From an optimization exercise on the open Yosys and OpenROAD flow, aimed at small area, a short achievable clock period and few clock cycles; shortcuts taken in it are not production practice.
The RTL was checked by simulation tests, not by an equivalence proof against the original design.
Power figures rest on the tool's default switching activity, not on a simulated workload.

<file path="standard.sh">
#!/bin/bash
# synth_recipe.tcl (not shown) runs the flow's synth.tcl, then flattens the netlist and writes it again
# the make line also repeats each setting of config.mk as NAME=value (left out here)
make -C /OpenROAD-flow-scripts/flow DESIGN_CONFIG=/design/flow/config.mk WORK_HOME=/design/flow/orfs CLKGATE_MAP_FILE= SYNTH_SCRIPT=/design/flow/synth_recipe.tcl "${@:-finish}"
</file>
<file path="design.v">
`timescale 1ns / 1ps
module clock_divider(clock_in, reset, counter, last_phase
    );
	input clock_in;
	input reset;
	output reg [1:0] counter;
	output last_phase;
	parameter [1:0] DIVISOR = 2'd3;
always @(posedge clock_in or posedge reset)
	begin
 if (reset)
  counter <= 2'd0;
 else if(counter>=DIVISOR)
  counter <= 2'd0;
 else
  counter <= counter + 2'd1;
	end
assign last_phase = (counter == DIVISOR);
endmodule
`timescale 1ns / 1ps
module adder( input [31:0] inp , output wire [31:0] out
    );
        assign out = inp + 1  ;
endmodule
`timescale 1ns / 1ps
module adder32 #( parameter W = 32 , parameter L = 5 ) ( input [W-1:0] a , input [W-1:0] b , input cin , output [W-1:0] c , output cout
    );
	wire [W-1:0] p0 = a ^ b ;
	wire [W-1:0] g0 = a & b ;
	wire [W-1:0] g [0:L] ;
	wire [W-1:0] p [0:L] ;
	assign g[0] = {g0[W-1:1], g0[0] | (p0[0] & cin)} ;
	assign p[0] = p0 ;
	genvar k , i ;
	generate
		for (k = 0 ; k < L ; k = k + 1) begin : lvl
			for (i = 0 ; i < W ; i = i + 1) begin : bitk
				if (i >= (1 << k)) begin : comb
					assign g[k+1][i] = g[k][i] | (p[k][i] & g[k][i - (1 << k)]) ;
					assign p[k+1][i] = p[k][i] & p[k][i - (1 << k)] ;
				end
				else begin : pass
					assign g[k+1][i] = g[k][i] ;
					assign p[k+1][i] = p[k][i] ;
				end
			end
		end
	endgenerate
	assign c = p0 ^ {g[L][W-2:0], cin} ;
	assign cout = g[L][W-1] ;
endmodule
`timescale 1ns / 1ps
module mux2_1( input [31:0] a , input [31:0] b ,  input s ,  output [31:0] out
    );
	 assign out = (s) ? b : a ; 
endmodule
`timescale 1ns / 1ps
module sign_extend(input [15:0] a , input zero_ext , input clock , input en , output reg [31:0] b
    );
	 always @ (posedge clock ) begin
	  if (en)
	  b <=  (a[15] & ~zero_ext) ? {{16{1'b1}} , a } : {{16{1'b0}} , a };
		end
endmodule
`timescale 1ns / 1ps
module Latch_alu_reg( input [31:0] result_alu , input zero , input clock , input en , input reset , output reg[31:0] funal_alu , output reg z );
	always @(posedge clock or posedge reset) begin
		if (reset) begin
		funal_alu <= 32'd0 ;
		z <= 1'b0 ;
		end
		else if (en) begin
		funal_alu <= result_alu ;
		z <= zero ;
		end
	end
endmodule
`timescale 1ns / 1ps
module bank_reg(input [4:0] src1 , input [4:0] src2 ,  input [4:0] dst , input [31:0] Data , input reg_write , input clock ,
                  output [31:0] data1 , output [31:0] data2
    );
	 reg [31:0] Bank [31:1] ;
	 assign data1 = (src1 == 5'd0) ? 32'd0 : Bank[src1] ;
	 assign data2 = (src2 == 5'd0) ? 32'd0 : Bank[src2] ;
	 always @ (posedge clock) begin
	 if (reg_write && dst != 5'd0)
	   Bank[dst] <= Data ;
	 end
endmodule
`timescale 1ns / 1ps
module alu(
      input          [31:0]     a,           
      input          [31:0]     b,           
      input          [3:0]     alu_control,      
      output     reg     [31:0]     result,           
      output zero
   );
		always @ (*)
		begin
			case (alu_control)
	   4'b0000: result = a & b;
      4'b0001: result = a | b;
      4'b0010: result = a + b;
      4'b0110: result = a - b;
		 4'b0111: result = (a > b ) ?  b : a ;
		 4'b1100: result =  ~ (a ^ b ) ;
		 4'b0011: result =  a ;     
      default: result = a + b;
			endcase
		end
		assign zero = (result == 0  ) ? 1'b1 : 1'b0 ;
endmodule
`timescale 1ns / 1ps
module ALU_control(
input [1:0]ALU_op,
input [5:0]inst,
input opc0,
output reg [3:0]op,
output reg JR
 );
always @(*)
begin
JR = 0 ;
op = 4'b0010 ;
	if(ALU_op == 2'b00)
	begin
	op = 4'b0010 ;
	end
	else if(ALU_op == 2'b01)
	begin
	op = 4'b0110 ;
	end
	else if(ALU_op == 2'b11) 
	begin
	op = opc0 ? 4'b0001 : 4'b0000 ;
	end
	else if(ALU_op == 2'b10)
	begin
		if(inst == 6'b100000)
		op = 4'b0010 ;
		if(inst == 6'b011000)
		op = 4'b0010 ;
		if(inst == 6'b100010)
		op = 4'b0110 ;
		if(inst == 6'b100100)
		op = 4'b0000 ;
		if(inst == 6'b100101)
		op = 4'b0001 ;
		if(inst == 6'b101010)
		op = 4'b0111 ;
		if(inst == 6'b001100)
		op = 4'b0000 ;
		if(inst == 6'b001101)
		op = 4'b0001 ;
		if(inst == 6'b001000) 
		begin
		JR = 1 ;
		op = 4'b0011 ;
		end
	end
end
endmodule
`timescale 1ns / 1ps
module control(
    input [5:0] inst_in,
    output reg RegDst,
	 output reg Branch,
    output reg MemRead,
    output reg MemtoReg,
    output reg [1:0] ALUop,
    output reg MemWrite,
    output reg ALUsrc,
    output reg RegWrite,
	 output reg Jump ,
	 output reg JAL
    );
always @(*)
begin
	RegDst = 0;
	ALUsrc = 0;
	MemtoReg = 0;
	RegWrite = 0;
	MemRead = 0;
	MemWrite = 0;
	Branch = 0;
	Jump = 0 ;
	JAL = 0 ;
	ALUop = 2'b00;
   if(inst_in == 6'b000000) 
	begin
	RegDst = 1;
	RegWrite = 1;
	ALUop = 2'b10;
	end
	else if(inst_in == 6'b100011) 
	begin
	ALUsrc = 1;
	MemtoReg = 1;
	RegWrite = 1;
	MemRead = 1;
	ALUop = 2'b00;
	end
	else if(inst_in == 6'b001000) 
	begin
	ALUsrc = 1;
	RegWrite = 1;
	ALUop = 2'b00;
	end
	else if(inst_in == 6'b001100) 
	begin
	ALUsrc = 1;
	RegWrite = 1;
	ALUop = 2'b11;
	end
	else if(inst_in == 6'b001101) 
	begin
	ALUsrc = 1;
	RegWrite = 1;
	ALUop = 2'b11;
	end
	else if(inst_in == 6'b000100) 
	begin
	Branch = 1;
	ALUop = 2'b01;
	end
	else if(inst_in == 6'b000010) 
	begin
	Jump = 1 ;
	ALUop = 2'b01;
	end
	else if(inst_in == 6'b000011) 
	begin
	RegWrite = 1;
	Jump = 1 ;
	JAL = 1 ;
	ALUop = 2'b01;
	end
end
endmodule
`timescale 1ns / 1ps
module Mips_core( input clock , input reset ,
	output wire [31:0] imem_addr , input [31:0] imem_data ,
	output wire [6:0] dmem_addr , input [31:0] dmem_data ,
	output reg wb_valid , output reg [4:0] wb_reg , output reg [31:0] wb_data
    );
	reg [31:0] pc ;
	assign imem_addr = pc ;
	wire [31:0] ins = imem_data ;
	wire [5:0] op = ins[31:26] ;
	wire [5:0] fn = ins[5:0] ;
	wire [4:0] rs = ins[25:21] ;
	wire [4:0] rt = ins[20:16] ;
	wire [4:0] rd = ins[15:11] ;
	wire is_r    = (op == 6'b000000) ;
	wire is_lw   = (op == 6'b100011) ;
	wire is_addi = (op == 6'b001000) ;
	wire is_andi = (op == 6'b001100) ;
	wire is_ori  = (op == 6'b001101) ;
	wire is_beq  = (op == 6'b000100) ;
	wire is_j    = (op == 6'b000010) ;
	wire is_jal  = (op == 6'b000011) ;
	wire is_jr   = is_r & (fn == 6'b001000) ;
	wire same_rs_rt = (rs == rt) ;
	wire [31:0] simm = {{16{ins[15]}}, ins[15:0]} ;
	wire [31:0] zimm = {16'd0, ins[15:0]} ;
	reg [31:0] e_A , e_B , e_tgt ;
	reg [4:0] e_wreg ;
	reg e_we , e_beq ;
	reg e_neg , e_and , e_or , e_min , e_lw ;
	reg [6:0] d_addr ;
	wire [31:0] res ;
	wire redirect ;
	reg [31:0] bank [1:31] ;
	reg [31:0] rA , rB ;
	integer ri ;
	always @(*) begin
		rA = 32'd0 ;
		rB = 32'd0 ;
		for (ri = 1 ; ri < 32 ; ri = ri + 1) begin
			rA = rA | (bank[ri] & {32{rs == ri[4:0]}}) ;
			rB = rB | (bank[ri] & {32{rt == ri[4:0]}}) ;
		end
	end
	wire fwdA_sel = e_we & (e_wreg == rs) & (rs != 5'd0) ;
	wire fwdB_sel = e_we & (e_wreg == rt) & (rt != 5'd0) ;
	wire [31:0] fA = fwdA_sel ? res : rA ;
	wire [31:0] fB = fwdB_sel ? res : rB ;
	wire [31:0] pc1 , br_tgt ;
	adder32 pc_inc ( pc , 32'd0 , 1'b1 , pc1 , ) ;
	adder32 br_add ( pc , simm , 1'b1 , br_tgt , ) ;
	wire [6:0] lw_addr ;
	adder32 #(7, 3) da_add ( rA[6:0] , ins[6:0] , 1'b0 , lw_addr , ) ;
	wire stall = is_lw & fwdA_sel ;
	wire r_sub = (fn == 6'b100010) ;
	wire r_and = (fn == 6'b100100) | (fn == 6'b001100) ;
	wire r_or  = (fn == 6'b100101) | (fn == 6'b001101) ;
	wire r_min = (fn == 6'b101010) ;
	wire dec_we = (is_r & ~is_jr) | is_lw | is_addi | is_andi | is_ori | is_jal ;
	always @(posedge clock or posedge reset) begin
		if (reset) begin
			e_we <= 1'b0 ;
			e_beq <= 1'b0 ;
			d_addr <= 7'd0 ;
		end
		else begin
			e_we <= dec_we & ~redirect & ~stall ;
			e_beq <= is_beq & ~same_rs_rt & ~redirect ;
			d_addr <= lw_addr ;
		end
	end
	always @(posedge clock) begin
		e_A <= is_jal ? 32'd0 : fA ;
		e_B <= is_jal ? pc1 : (is_lw | is_addi) ? simm : (is_andi | is_ori) ? zimm :
		       (is_r & (r_sub | r_min)) ? ~fB : fB ;
		e_tgt <= br_tgt ;
		e_wreg <= is_jal ? 5'd31 : (is_r ? rd : rt) ;
		e_neg <= is_r & (r_sub | r_min) ;
		e_and <= (is_r & r_and) | is_andi ;
		e_or  <= (is_r & r_or) | is_ori ;
		e_min <= is_r & r_min ;
		e_lw  <= is_lw ;
	end
	reg [31:0] pc_n ;
	always @(*) begin
		if (redirect)                   pc_n = e_tgt ;
		else if (is_j | is_jal)         pc_n = {6'd0, ins[25:0]} ;
		else if (stall)                 pc_n = pc ;
		else if (is_jr)                 pc_n = fA ;
		else if (is_beq & same_rs_rt)   pc_n = br_tgt ;
		else                            pc_n = pc1 ;
	end
	always @(posedge clock or posedge reset) begin
		if (reset)
			pc <= 32'd0 ;
		else
			pc <= pc_n ;
	end
	assign dmem_addr = d_addr ;
	wire [31:0] sum ;
	wire cout ;
	adder32 alu_add ( e_A , e_B , e_neg , sum , cout ) ;
	wire [31:0] min_ab = cout ? ~e_B : e_A ;
	assign res = e_lw ? dmem_data :
	             e_and ? (e_A & e_B) :
	             e_or ? (e_A | e_B) :
	             e_min ? min_ab : sum ;
	assign redirect = e_beq & (e_A == e_B) ;
	always @(posedge clock) begin
		if (e_we && e_wreg != 5'd0)
			bank[e_wreg] <= res ;
	end
	always @(posedge clock or posedge reset) begin
		if (reset)
			wb_valid <= 1'b0 ;
		else
			wb_valid <= e_we ;
	end
	always @(posedge clock) begin
		wb_reg <= e_wreg ;
		wb_data <= res ;
	end
endmodule
</file>
<file path="flow/run.sh">
#!/bin/bash
# The standard layout (standard.sh: unchanged synthesis, the design's clock
# and constraints), with some settings changed for the later steps:
#  - the port buffers are buf_4 cells instead of the default delay buffers;
#  - the clock tree is built from clkbuf_8 cells.
# Each step's full output goes to its own log file in this folder.
set -euo pipefail
MARGIN=5
sed "s|CLKGATE_MAP_FILE= |CLKGATE_MAP_FILE= SETUP_SLACK_MARGIN=$MARGIN 'BUFFER_PORTS_ARGS=-buffer_cell sky130_fd_sc_hd__buf_4' 'CTS_BUF_LIST=sky130_fd_sc_hd__clkbuf_8' |" standard.sh > standard_tuned.sh
bash standard.sh synth > synth.log 2>&1
bash standard_tuned.sh floorplan > floorplan.log 2>&1
bash standard_tuned.sh place > place.log 2>&1
bash standard_tuned.sh cts > cts.log 2>&1
bash standard_tuned.sh route > route.log 2>&1
bash standard_tuned.sh finish > finish.log 2>&1
test -f out/final.def
</file>
<file path="constraint.sdc">
create_clock -name core_clock -period 9.0 [get_ports {clock}]
set_input_delay 1.8000 -clock core_clock [delete_from_list [all_inputs] [get_ports {clock}]]
set_output_delay 1.8000 -clock core_clock [all_outputs]
set_load 0.01 [all_outputs]
</file>
<file path="config.mk">
export PLATFORM = sky130hd
export DESIGN_NAME = Mips_core
export DESIGN_NICKNAME = Mips_core
export VERILOG_FILES = /design/flow/design.v
export SDC_FILE = /design/flow/constraint.sdc
export NUM_CORES = 4
export LEC_CHECK = 0
export CAP_MARGIN = 20
export CORE_MARGIN = 2
export CORE_UTILIZATION = 40
export PLACE_DENSITY = 0.6
export SLEW_MARGIN = 20
</file>
==> summary.md, run 1 <==
| Metric | Value |
|---|---|
| Status | finished clean |
| DIE AREA | 142,000 µm² |
| CTS tree | built |
| Multi-input gate area | 22,000 µm² |
| CP Launch Type | input port |
| Clock power frac | 29.0% |
| CTS Hold Bufs | 0 |
| Skew final | 0.0817 ns |
| CP endpoint kind | flop |
| Root buf cell | clkbuf_8 |
| WP data arrival | 4.95 ns |
| Period utilization | 45.9% |
| Number of enable flip-flop cells after synthesis | 992 |
| Seq pwr share | 44.3% |
| Main synth FF type | edfxtp_1 |
| Post-DP Area | 59,900 µm² |
| IO Pins | 143 |
| Core area | 137,000 µm² |
| Layout net count | 5,240 |
| Sequential share of the synthesized area | 60.8% |
| H-tree depth | 4 |
| Share of layout cells above drive strength 1 | 20.4% |
| WL per Instance | 42.3 µm |
| Post-DP HPWL | 167,000 µm |
| Yosys top cell by area | edfxtp_1 |
| Worst-path fanout max | 26 |
| Slew @ Worst Pin | 1.32 ns |
| Layout Area Growth over Synthesis | 20.4% |
| Finished Cell Area | 66,700 µm² |
| Yosys reg bits | 1,177 |
| GR Util All Layers | 40.2% |
| Drt first pass iters | 14 |
| Hold Crit Class | flop to flop |
| Critical path required time | 9.82 ns |
| Routability cong. | 0.985 |
| Leakage | 23.6 nW |
| Overflow after GRT | 0 |
| Combinational share of power | 26.8% |
| Switching Power | 0.00557 W |
| Largest net degree at the start of global routing | 56 |
| Peak supply drop | 0.158 mV |
| Count leader, synth | edfxtp_1 |
| Mapped Area | 55,400 µm² |
| Clk buf depth | 3 |
| Vias in the first global route | 47,700 |
| Pint | 0.0108 W |
| Final hold violation count | 0 |
| Setup TNS | 0 ns |
| Clock-pin slew on the worst setup and hold paths | 0.07 ns |
| Final WL | 298,000 µm |
| Max Cap Viol | 0 |
| TritonCTS Buffers | 192 |
| Via/cell ratio | 7.40 |
| Unrepaired setup endpoints after global routing | yes |
| Max reg flops | 992 |
| First-pass GRT wire length | 391,000 µm |
| Top cell type's share of synthesized area | 53.8% |
| Number of fill cells | 12,200 |
| Net count after synthesis | 4,861 |
| Pwr Density | 245 nW/µm² |
| Post-Synthesis Cells | 4,688 |
| Slew Viols, Final | 0 |
| Yosys cell types | 86 |
| Ys Warns | 3 |
| Vias | 52,100 |
| # setup viols final | 0 |
| Die X | 376 µm |
| Worst-skew pair later-pin latency | 1.00 ns |
| Post-synth top cells | 992 x edfxtp_1, 901 x a22oi_1, 402 x nand2_1 |
| Tmin final | 4.13 ns |
| Sw frac | 34.1% |
| Row cnt | 136 |
| Reg area | 33,700 µm² |
| Top cells by area, synth | edfxtp_1 54%, a22oi_1 12%, dfxtp_1 5.2%, nand2_1 2.7%, ha_1 2.3% |
| Async set-reset flop share out of synthesis | 3.57% |
| Peak Freq | 0.242 GHz |
| Remaining antenna violation count after routing | 0 |
| Setup CP Type | input port to flop |
| Max-slew headroom | 11.9% |
| I/O Buffers | 142 |
| Starting Density | 40.3% |
| Syn Area/Cell | 11.8 µm² |
| Post-route DRC | 0 |
| Chip height | 376 µm |
| Clock sinks | 1,177 |
| Antenna violations before repair | 22 |
| DR iter-0 viols | 12,100 |
[cell usage in the layout, fill, tap and decap left out, drive strengths merged, types with 24 or more instances in the layout]
master / count
a21oi: 170
nor2: 286
o21ai: 153
xor2: 45
diode: 24
a211oi: 37
nand2: 402
a222oi: 60
a21o: 30
ha: 103
dfxtp: 143
a22oi: 901
a31oi: 34
dfrtp: 42
xnor2: 63
clkinv: 68
nor3: 105
a221oi: 25
buf: 481
o211ai: 25
clkbuf: 210
edfxtp: 992
nand4: 111
nand3: 141
inv: 172
nor4: 34
nand2b: 24
mux2i: 40
[kinds of logic (layout without fill, tap and decap cells)]
kind of cell | after synthesis | count (layout) | synth area share, %
other | 0 | 24 | 0
XOR/XNOR | 108 | 108 | 1.71
AO/OA/AOI/OAI | 1609 | 1613 | 20.9
AND/OR/NAND/NOR | 1218 | 1225 | 10.3
multiplexers | 47 | 47 | 0.865
flip-flops | 1177 | 1177 | 60.8
adder cells (fa/ha/maj) | 107 | 107 | 2.47
buffers and inverters | 422 | 949 | 2.91
[routing by layer]
layer	GRT usage, %	up-vias	wire (µm)
met3	19.3	1786	52700
met1	49.2	24900	99700
li1	-	19500	-
met2	55.9	5897	117000
met4	26.8	14	28000
met5	0	-	266
[repair_timing]
item                                    4_1_cts  5_1_grt
gates cloned                                 12       10
setup buffers                               109       63
endpoints found under the setup margin      607      243
resized for setup                           140      158
pin swaps                                    59       46
[metrics by stage]
stage / util [%] / total power, W / std cells / hold WS (ns) / setup slack, ns
after global routing: 48.5 / 0.0167 / 7025 / 0.474 / 4.85
final: 48.5 / 0.0163 / 7044 / 0.463 / 4.87
after global placement: 43.6 / 0.0108 / 6472 / 0.442 / 2.96
after detailed placement: 43.6 / 0.0109 / 6472 / 0.453 / 3.02
after floorplan: - / 0.00916 / 4688 / 0.329 / 4.51
after CTS: 47.5 / 0.0159 / 6946 / 0.459 / 4.97
[cell type report]
class	count	share of cell area (%)
clock inverter	152	1.52
tap	1794	3.36
clock buffer	201	4.14
inverter	102	0.609
multi-input combinational	3100	32.9
timing repair inverter	1	0.0131
timing repair buffer	493	6.84
sequential	1177	50.5
antenna	24	0.0900
[path summary, 6_finish.rpt]
check | start | to | slack [ns] | cells after the start
max | imem_data[18] | e_B[10]$_DFF_P_ | 4.87 | 12
min | e_tgt[28]$_DFF_P_ | pc[28]$_DFFE_PP0P_ | 0.46 | 2
max reg2reg | e_neg$_DFF_P_ | e_B[13]$_DFF_P_ | 4.95 | 17
min reg2reg | e_tgt[28]$_DFF_P_ | pc[28]$_DFFE_PP0P_ | 0.46 | 2
max in group asynchronous | reset | pc[29]$_DFFE_PP0P_ | 7.41 | 2
min in group asynchronous | reset | pc[4]$_DFFE_PP0P_ | 1.00 | 2
[worst max-delay path, cell delays in order]
cell and delay, ns:
buf_4 0.21, nand3_1 0.35, nor2_4 0.45, buf_4 0.65
a22oi_1 0.21, nand2_1 0.13, nor4_2 0.06, nand3_2 0.24
o21ai_0 0.17, xnor2_1 0.38, a211o_1 0.19, o21ai_0 0.07
[power groups by stage]
stage	clock network [W]	logic, W	registers, W
floorplan	0	0.00187	0.00729
global placement	0	0.00349	0.00734
detailed placement	0	0.00352	0.00734
CTS	0.00472	0.00393	0.00722
global route	0.00496	0.00450	0.00724
finish	0.00473	0.00437	0.00723
Testbench counts, summed over its fixed seeds: cycles 26,702.
==> run 2: changes to the inputs <==
--- a/flow/run.sh
+++ b/flow/run.sh
@@ -5,7 +5,7 @@
 #  - the clock tree is built from clkbuf_8 cells.
 # Each step's full output goes to its own log file in this folder.
 set -euo pipefail
-MARGIN=5
+MARGIN=4.75
 sed "s|CLKGATE_MAP_FILE= |CLKGATE_MAP_FILE= SETUP_SLACK_MARGIN=$MARGIN 'BUFFER_PORTS_ARGS=-buffer_cell sky130_fd_sc_hd__buf_4' 'CTS_BUF_LIST=sky130_fd_sc_hd__clkbuf_8' |" standard.sh > standard_tuned.sh
 bash standard.sh synth > synth.log 2>&1
 bash standard_tuned.sh floorplan > floorplan.log 2>&1
==> summary.md, run 2 <==
| Metric | Value |
|---|---|
| Status | finished clean |
| Max reg flops | 992 (unchanged) |
| Chip height | 376 µm (unchanged) |
| Top cell type's share of synthesized area | 53.8% (unchanged) |
| Leakage | 23.0 nW (-2.3%) |
| Max Cap Viol | 0 (unchanged) |
| Layout Area Growth over Synthesis | 18.3% |
| Ys Warns | 3 (unchanged) |
| Syn Area/Cell | 11.8 µm² (unchanged) |
| Finished Cell Area | 65,500 µm² (-1.8%) |
| Post-Synthesis Cells | 4,688 (unchanged) |
| Drt first pass iters | 10 (-4) |
| Worst-path fanout max | 24 (-7.7%) |
| Die X | 376 µm (unchanged) |
| CP endpoint kind | flop |
| Post-DP Area | 59,800 µm² (-0.19%) |
| Routability cong. | 1.02 (+3.5%) |
| WP data arrival | 5.26 ns (+0.31 ns) |
| Clock-pin slew on the worst setup and hold paths | 0.06 ns (about the same) |
| # setup viols final | 0 (unchanged) |
| Setup ws final | 4.63 ns (-0.243 ns) |
| Commonest non-fill, non-tap cell in the layout | edfxtp_1 |
| Clock sinks | 1,177 (unchanged) |
| Net count after synthesis | 4,861 (unchanged) |
| Hold Crit Class | flop to flop |
| Largest net degree at the start of global routing | 56 (unchanged) |
| Post-synthesis simple-gate area fraction | 10.3% (unchanged) |
| Setup CP Type | input port to flop |
| Post-DP HPWL | 178,000 µm (+7.1%) |
| Most frequent cells in the layout | 992 x edfxtp_1, 901 x a22oi_1, 397 x nand2_1 |
| Pwr Total | 0.0163 W (-0.44%) |
| Compound-gate portion of the synthesized area | 20.9% (unchanged) |
| DR iter-0 viols | 10,300 (-15%) |
| Max-slew headroom | 12.5% (+0.57 points) |
| Final WL | 297,000 µm (-0.19%) |
| Sequential share of the synthesized area | 60.8% (unchanged) |
| Synth Area in Adders | 2.47% (unchanged) |
| XOR/XNOR Fraction of Synth Area | 1.71% (unchanged) |
| Vias in the first global route | 47,600 (-0.27%) |
| Top cells by area, synth | edfxtp_1 54%, a22oi_1 12%, dfxtp_1 5.2%, nand2_1 2.7%, ha_1 2.3% |
| DIE AREA | 142,000 µm² (unchanged) |
| TritonCTS Buffers | 201 (+4.7%) |
| Starting Density | 40.3% (unchanged) |
| CTS Hold Bufs | 0 (unchanged) |
| Setup TNS | 0 ns (unchanged) |
| Overflow after GRT | 0 (unchanged) |
| Period utilization | 48.6% (+2.7 points) |
| Yosys top cell by area | edfxtp_1 |
| Slew @ Worst Pin | 1.30 ns (-0.0194 ns) |
| Critical path required time | 9.89 ns (+0.07 ns) |
| Share of layout cells above drive strength 1 | 18.5% (-1.9 points) |
| CP Launch Type | input port |
| Tmin final | 4.37 ns (+0.243 ns) |
| Peak Freq | 0.229 GHz (-5.6%) |
| Clk buf depth | 3 (unchanged) |
| Core area | 137,000 µm² (unchanged) |
| Via/cell ratio | 7.32 (-0.99%) |
| Yosys cell types | 86 (unchanged) |
| Post-synth top cells | 992 x edfxtp_1, 901 x a22oi_1, 402 x nand2_1 |
| Remaining antenna violation count after routing | 0 (unchanged) |
| Root buf cell | clkbuf_8 |
| Peak supply drop | 0.142 mV (-10%) |
| Layout net count | 5,162 (-1.5%) |
| WL per Instance | 42.7 µm (+0.86%) |
| GR Util All Layers | 40.8% (+0.62 points) |
| Unrepaired setup endpoints after global routing | yes |
| Post-synthesis mux area share | 0.865% (unchanged) |
| Yosys reg bits | 1,177 (unchanged) |
| Slew Viols, Final | 0 (unchanged) |
| Largest family of logic cells by synthesized area | compound AO/OA/AOI/OAI gates |
| Final hold violation count | 0 (unchanged) |
| Mapped Area | 55,400 µm² (unchanged) |
| Main synth FF type | edfxtp_1 |
| H-tree depth | 4 (unchanged) |
| IO Pins | 143 (unchanged) |
| Vias | 51,100 (-2.0%) |
| CTS tree | built |
| Skew final | 0.108 ns (+0.0259 ns) |
| First-pass GRT wire length | 397,000 µm (+1.4%) |
| Async set-reset flop share out of synthesis | 3.57% (unchanged) |
| Antenna violations before repair | 18 (-18%) |
| I/O Buffers | 142 (unchanged) |
| Post-route DRC | 0 (unchanged) |
| Count leader, synth | edfxtp_1 |
| Number of enable flip-flop cells after synthesis | 992 (unchanged) |
| Row cnt | 136 (unchanged) |
| Pre-CTS setup slack | 3.22 ns (+0.206 ns) |
| Worst-skew pair later-pin latency | 1.03 ns (+0.03 ns) |
| Pwr Density | 248 nW/µm² (+1.4%) |
[run 2: worst max-delay path: stages]
cell	delay, ns
buf_4	0.19
or3b_2	0.63
nor2_4	0.46
buf_6	0.51
a22oi_1	0.17
nand4_1	0.15
nor3_1	0.05
nand2_1	0.35
mux2_2	0.39
a21oi_1	0.13
o2111ai_1	0.24
o21ai_0	0.16
[run 2: logic make-up (layout without fill, tap and decap cells)]
family                   count (synthesis)  in the layout
flip-flops                            1177           1177
other                                    0             15
AND/OR/NAND/NOR                       1218           1221
AO/OA/AOI/OAI                         1609           1611
multiplexers                            47             47
adder cells (fa/ha/maj)                107            107
XOR/XNOR                               108            108
buffers and inverters                  422            891
[run 2: layer usage]
layer	routed length, µm	GRT usage (%)	vias to the layer above
met5	383	2.06	-
met4	27800	28.6	20
met3	48800	18.2	1667
met2	120000	57.7	5368
met1	101000	49.3	24700
li1	-	-	19400
[run 2: path summary, 6_finish.rpt]
path | startpoint | endpoint | slack, ns | depth (start not counted)
setup / recovery | imem_data[18] | e_B[12]$_DFF_P_ | 4.63 | 12
hold / removal | e_tgt[28]$_DFF_P_ | pc[28]$_DFFE_PP0P_ | 0.46 | 2
setup reg to reg | e_and$_DFF_P_ | pc[12]$_DFFE_PP0P_ | 4.71 | 10
hold reg to reg | e_tgt[28]$_DFF_P_ | pc[28]$_DFFE_PP0P_ | 0.46 | 2
max in group asynchronous | reset | pc[21]$_DFFE_PP0P_ | 7.42 | 2
min in group asynchronous | reset | pc[4]$_DFFE_PP0P_ | 0.98 | 2
[run 2: timing repair]
action                     4_1_cts  5_1_grt
gates cloned                     5        1
hold endpoints to repair         0        0
pin swaps                       29       22
setup buffers                   64       35
resized for setup               96       96
setup endpoints to repair      536      131
[run 2: layout make-up]
class	count	area [µm²]
tap	1794	2240
sequential	1177	33700
clock inverter	162	1090
timing repair buffer	413	3500
inverter	102	390
clock buffer	214	2950
antenna	15	37.5
multi-input combinational	3094	21600
fill	12400	72000
[run 2: through the flow]
step / utilization (%) / hold slack [ns] / instances
final: 47.7 / 0.458 / 6971
after global routing: 47.6 / 0.483 / 6959
after CTS: 47.1 / 0.461 / 6919
after detailed placement: 43.5 / 0.444 / 6474
after global placement: 43.5 / 0.443 / 6474
after floorplan: - / 0.329 / 4688
[run 2: power breakdown]
group	switching, W	internal (W)
combinational	0.00285	0.00124
clock	0.00243	0.00252
sequential	0.000263	0.00695
==> run 3: changes to the inputs <==
--- a/flow/run.sh
+++ b/flow/run.sh
@@ -5,7 +5,7 @@
 #  - the clock tree is built from clkbuf_8 cells.
 # Each step's full output goes to its own log file in this folder.
 set -euo pipefail
-MARGIN=4.75
+MARGIN=5
 sed "s|CLKGATE_MAP_FILE= |CLKGATE_MAP_FILE= SETUP_SLACK_MARGIN=$MARGIN 'BUFFER_PORTS_ARGS=-buffer_cell sky130_fd_sc_hd__buf_4' 'CTS_BUF_LIST=sky130_fd_sc_hd__clkbuf_8' |" standard.sh > standard_tuned.sh
 bash standard.sh synth > synth.log 2>&1
 bash standard_tuned.sh floorplan > floorplan.log 2>&1
--- a/config.mk
+++ b/config.mk
@@ -7,6 +7,6 @@
 export LEC_CHECK = 0
 export CAP_MARGIN = 20
 export CORE_MARGIN = 2
-export CORE_UTILIZATION = 40
-export PLACE_DENSITY = 0.6
+export CORE_UTILIZATION = 52
+export PLACE_DENSITY = 0.68
 export SLEW_MARGIN = 20
==> summary.md, run 3 <==
| Metric | Value |
|---|---|
| Status | finished clean |
| Reg2reg end | e_B[11]$_DFF_P_ |
| CTS Hold Bufs | 0 (unchanged) |
| Max Cap Viol | 0 (unchanged) |
| Cell mode on critical path | a21oi_1 |
| Slowest CP cell | a21oi_1 |
| Pwr Total | 0.0161 W (-1.0%) |
| Post-Synthesis Cells | 4,688 (unchanged) |
| Top layer used by detailed routing | met5 |
| WL per Instance | 43.1 µm (+1.1%) |
| Final hold violation count | 0 (unchanged) |
| Drt first pass iters | 17 (+7) |
| Commonest non-fill, non-tap cell in the layout | edfxtp_1 |
| Post-route DRC | 0 (unchanged) |
| Yosys cell types | 86 (unchanged) |
| CP endpoint kind | flop |
| Ys Warns | 3 (unchanged) |
| WL met3 | 53,700 µm (+10%) |
| Core area | 106,000 µm² (-23%) |
| Setup CP Type | input port to flop |
| Share of layout cells above drive strength 1 | 20.1% (+1.6 points) |
| Main synth FF type | edfxtp_1 |
| Layout Area Growth over Synthesis | 18.8% |
| Via/cell ratio | 7.90 (+7.9%) |
| Skew final | 0.0415 ns (-0.0661 ns) |
| Peak Freq | 0.238 GHz (+4.1%) |
| H-tree depth | 4 (unchanged) |
| Vias | 52,200 (+2.3%) |
| Min-Delay Endpoint | pc[28]$_DFFE_PP0P_ |
| Top cell type's share of synthesized area | 53.8% (unchanged) |
| IO Pins | 143 (unchanged) |
| Crit-path cells | buf_8, or3b_4, nor2_4, buf_4, buf_12, a22oi_1, nand2_1, nor3_1, a21oi_1, nor2_1, a21oi_1, o21ai_0, a31oi_1 |
| Post-DP Area | 59,300 µm² (-0.75%) |
| Worst R2R Path Depth | 16 (+6) |
| DRT met1 WL | 89,200 µm (-11%) |
| Net count after synthesis | 4,861 (unchanged) |
| Yosys reg bits | 1,177 (unchanged) |
| Post-synth top cells | 992 x edfxtp_1, 901 x a22oi_1, 402 x nand2_1 |
| Count leader, synth | edfxtp_1 |
| Reg-to-reg setup timing slack | 4.99 ns (+0.28 ns) |
| GR Util All Layers | 50.7% (+9.9 points) |
| Pwr Density | 245 nW/µm² (-1.4%) |
| Hold Startpoint | e_tgt[28]$_DFF_P_ |
| Remaining antenna violation count after routing | 0 (unchanged) |
| Die X | 330 µm (-12%) |
| Clock sinks | 1,177 (unchanged) |
| Util after Layout | 62.3% (+15 points) |
| Vias in the first global route | 48,000 (+0.83%) |
| # setup viols final | 0 (unchanged) |
| First-pass GRT wire length | 378,000 µm (-4.7%) |
| Unrepaired setup endpoints after global routing | yes |
| Layout net count | 5,218 (+1.1%) |
| Chip height | 330 µm (-12%) |
| Top cells by area, synth | edfxtp_1 54%, a22oi_1 12%, dfxtp_1 5.2%, nand2_1 2.7%, ha_1 2.3% |
| Setup ws final | 4.80 ns (+0.173 ns) |
| Sequential share of the synthesized area | 60.8% (unchanged) |
| Largest net degree at the start of global routing | 55 (-1.8%) |
| Number of enable flip-flop cells after synthesis | 992 (unchanged) |
| Final WL | 285,000 µm (-4.1%) |
| TritonCTS Buffers | 188 (-6.5%) |
| Peak supply drop | 0.161 mV (+13%) |
| Slew Viols, Final | 0 (unchanged) |
| Post-DP HPWL | 166,000 µm (-7.0%) |
| Worst r2r src | e_A[23]$_SDFF_PP0_ |
| Tmin final | 4.20 ns (-0.173 ns) |
| Pre-CTS setup slack | 3.09 ns (-0.129 ns) |
| Met2 WL | 111,000 µm (-7.6%) |
| Number of fill cells | 8,313 (-33%) |
| Worst-skew pair later-pin latency | 0.94 ns (-0.09 ns) |
| Worst-path fanout max | 13 (-46%) |
| Overflow after GRT | 0 (unchanged) |
| Setup TNS | 0 ns (unchanged) |
| Slew @ Worst Pin | 1.33 ns (+0.0259 ns) |
| CP max stage delay | 1.02 ns (+0.39 ns) |
| Clk buf depth | 3 (unchanged) |
| Routability cong. | 1.05 (+2.6%) |
| Max-slew headroom | 11.5% (-1.0 points) |
| Antenna violations before repair | 15 (-3) |
| Syn Area/Cell | 11.8 µm² (unchanged) |
| WP data arrival | 5.05 ns (-0.21 ns) |
| Hold Path Stages | 2 (unchanged) |
| CTS tree | built |
| Mapped Area | 55,400 µm² (unchanged) |
| Clock-pin slew on the worst setup and hold paths | 0.06 ns (about the same) |
| DR iter-0 viols | 12,100 (+17%) |
| I/O Buffers | 142 (unchanged) |
| Period utilization | 46.7% (-1.9 points) |
| CP Launch Type | input port |
| Hold Crit Class | flop to flop |
| Async set-reset flop share out of synthesis | 3.57% (unchanged) |
| Critical path required time | 9.86 ns (-0.03 ns) |
| Row cnt | 119 (-13%) |
| Max reg flops | 992 (unchanged) |
| DIE AREA | 109,000 µm² (-23%) |
| Yosys top cell by area | edfxtp_1 |
| Leakage | 23.3 nW (+1.3%) |
| Most frequent cells in the layout | 992 x edfxtp_1, 895 x a22oi_1, 400 x buf_4 |
| Starting Density | 52.5% (+12 points) |
| Root buf cell | clkbuf_8 |
| Finished Cell Area | 65,800 µm² (+0.44%) |
run 3: logic make-up (layout without fill, tap and decap cells):
logic type      count (synthesis)  count (layout)  synth area share (%)
compound gates               1609            1609                  20.9
xor+xnor                      108             108                  1.71
fa+ha+maj                     107             107                  2.47
buf+inv                       422             932                  2.91
flops                        1177            1177                  60.8
mux                            47              47                 0.865
other cells                     0              20                     0
simple gates                 1218            1219                  10.3
run 3: critical path, delay by kind of cell:
kind	cells	cell delay (ns)
buffers and inverters	3	0.67
and+or+nand+nor	5	1.04
AOI/OAI and AO/OA	5	1.53
run 3: timing repair:
action / 4_1_cts / 5_1_grt
setup endpoints to repair: 574 / 193
buffers inserted: 107 / 61
pin swaps: 65 / 37
gates resized for setup: 161 / 120
gates cloned: 3 / 6
run 3: layer usage:
metal / up-vias / global-route usage, %
met2: 6171 / 69.6
met3: 2015 / 26.5
li1: 19500 / -
met4: 28 / 37.7
met1: 24600 / 60.1
met5: - / 3.61
run 3: stage by stage:
stage          instances  hold WS [ns]
3_5_place_dp        6068         0.445
3_3_place_gp        6068         0.446
5_1_grt             6592         0.488
6_report            6610         0.456
2_1_floorplan       4688         0.329
4_1_cts             6522         0.453
run 3: power breakdown:
| part | switching (W) | internal [W] |
|---|---|---|
| Combinational | 0.00285 | 0.00134 |
| Clock | 0.00227 | 0.00242 |
| Sequential | 0.000273 | 0.00695 |
| Total | 0.00538 | 0.0107 |
run 3: final cells by class:
class                           instances  area (µm²)  share of cell area (%)
Clock inverter                        139         928                    1.41
Tap cell                             1391        1740                    2.64
Multi-Input combinational cell       3090       21800                    33.1
Clock buffer                          205        2820                    4.29
Antenna cell                           20        50.0                  0.0760
Timing Repair Buffer                  486        4360                    6.63
Inverter                              102         405                   0.616
Sequential cell                      1177       33700                    51.2
run 3: worst max path at each step:
stage                     cells past startpoint  slack (ns)               from                  end
after floorplan                              20        4.51      imem_data[22]  d_addr[6]$_DFF_PP0_
after global placement                       18        3.11      imem_data[21]  d_addr[6]$_DFF_PP0_
after detailed placement                     18        3.09      imem_data[21]  d_addr[6]$_DFF_PP0_
after CTS                                    16        4.87  e_A[0]$_SDFF_PP0_      e_B[11]$_DFF_P_
after global routing                         17        4.86      imem_data[25]  d_addr[6]$_DFF_PP0_
final                                        13        4.80      imem_data[24]   pc[22]$_DFFE_PP0P_

==> separate check: timing with driven ports <==
The flow's constraints put no driver on any port. The routed layouts listed below were extracted and timed again, unchanged, in two steps. Step 1 sets driving cells, clkbuf_16 on the clock port and buf_2 on the other inputs (assumed; they add their load-dependent delay and slew). Step 2 moves the port delays by t, midway between the first and last clock arrival at a register: inputs arrive t later, outputs are due t later. That takes back most of the time a late clock gives input paths. Three values: ideal, step 1, step 2; two values: the first two.
| run | t (ns) | setup slack, ns | latest minus earliest clock arrival (ns) |
|---|---|---|---|
| run 1 | 1.032 | 4.871 / 4.923 / 3.890 | 0.109 / 0.109 |
| run 2 | 1.046 | 4.629 / 4.675 / 3.630 | 0.113 / 0.113 |
| run 3 | 0.991 | 4.801 / 4.778 / 3.787 | 0.051 / 0.051 |
After both steps every run listed still meets setup and hold. The setup slack of run 3, which loses most, moves by -0.023 ns with the drivers and by -1.014 ns with both steps.
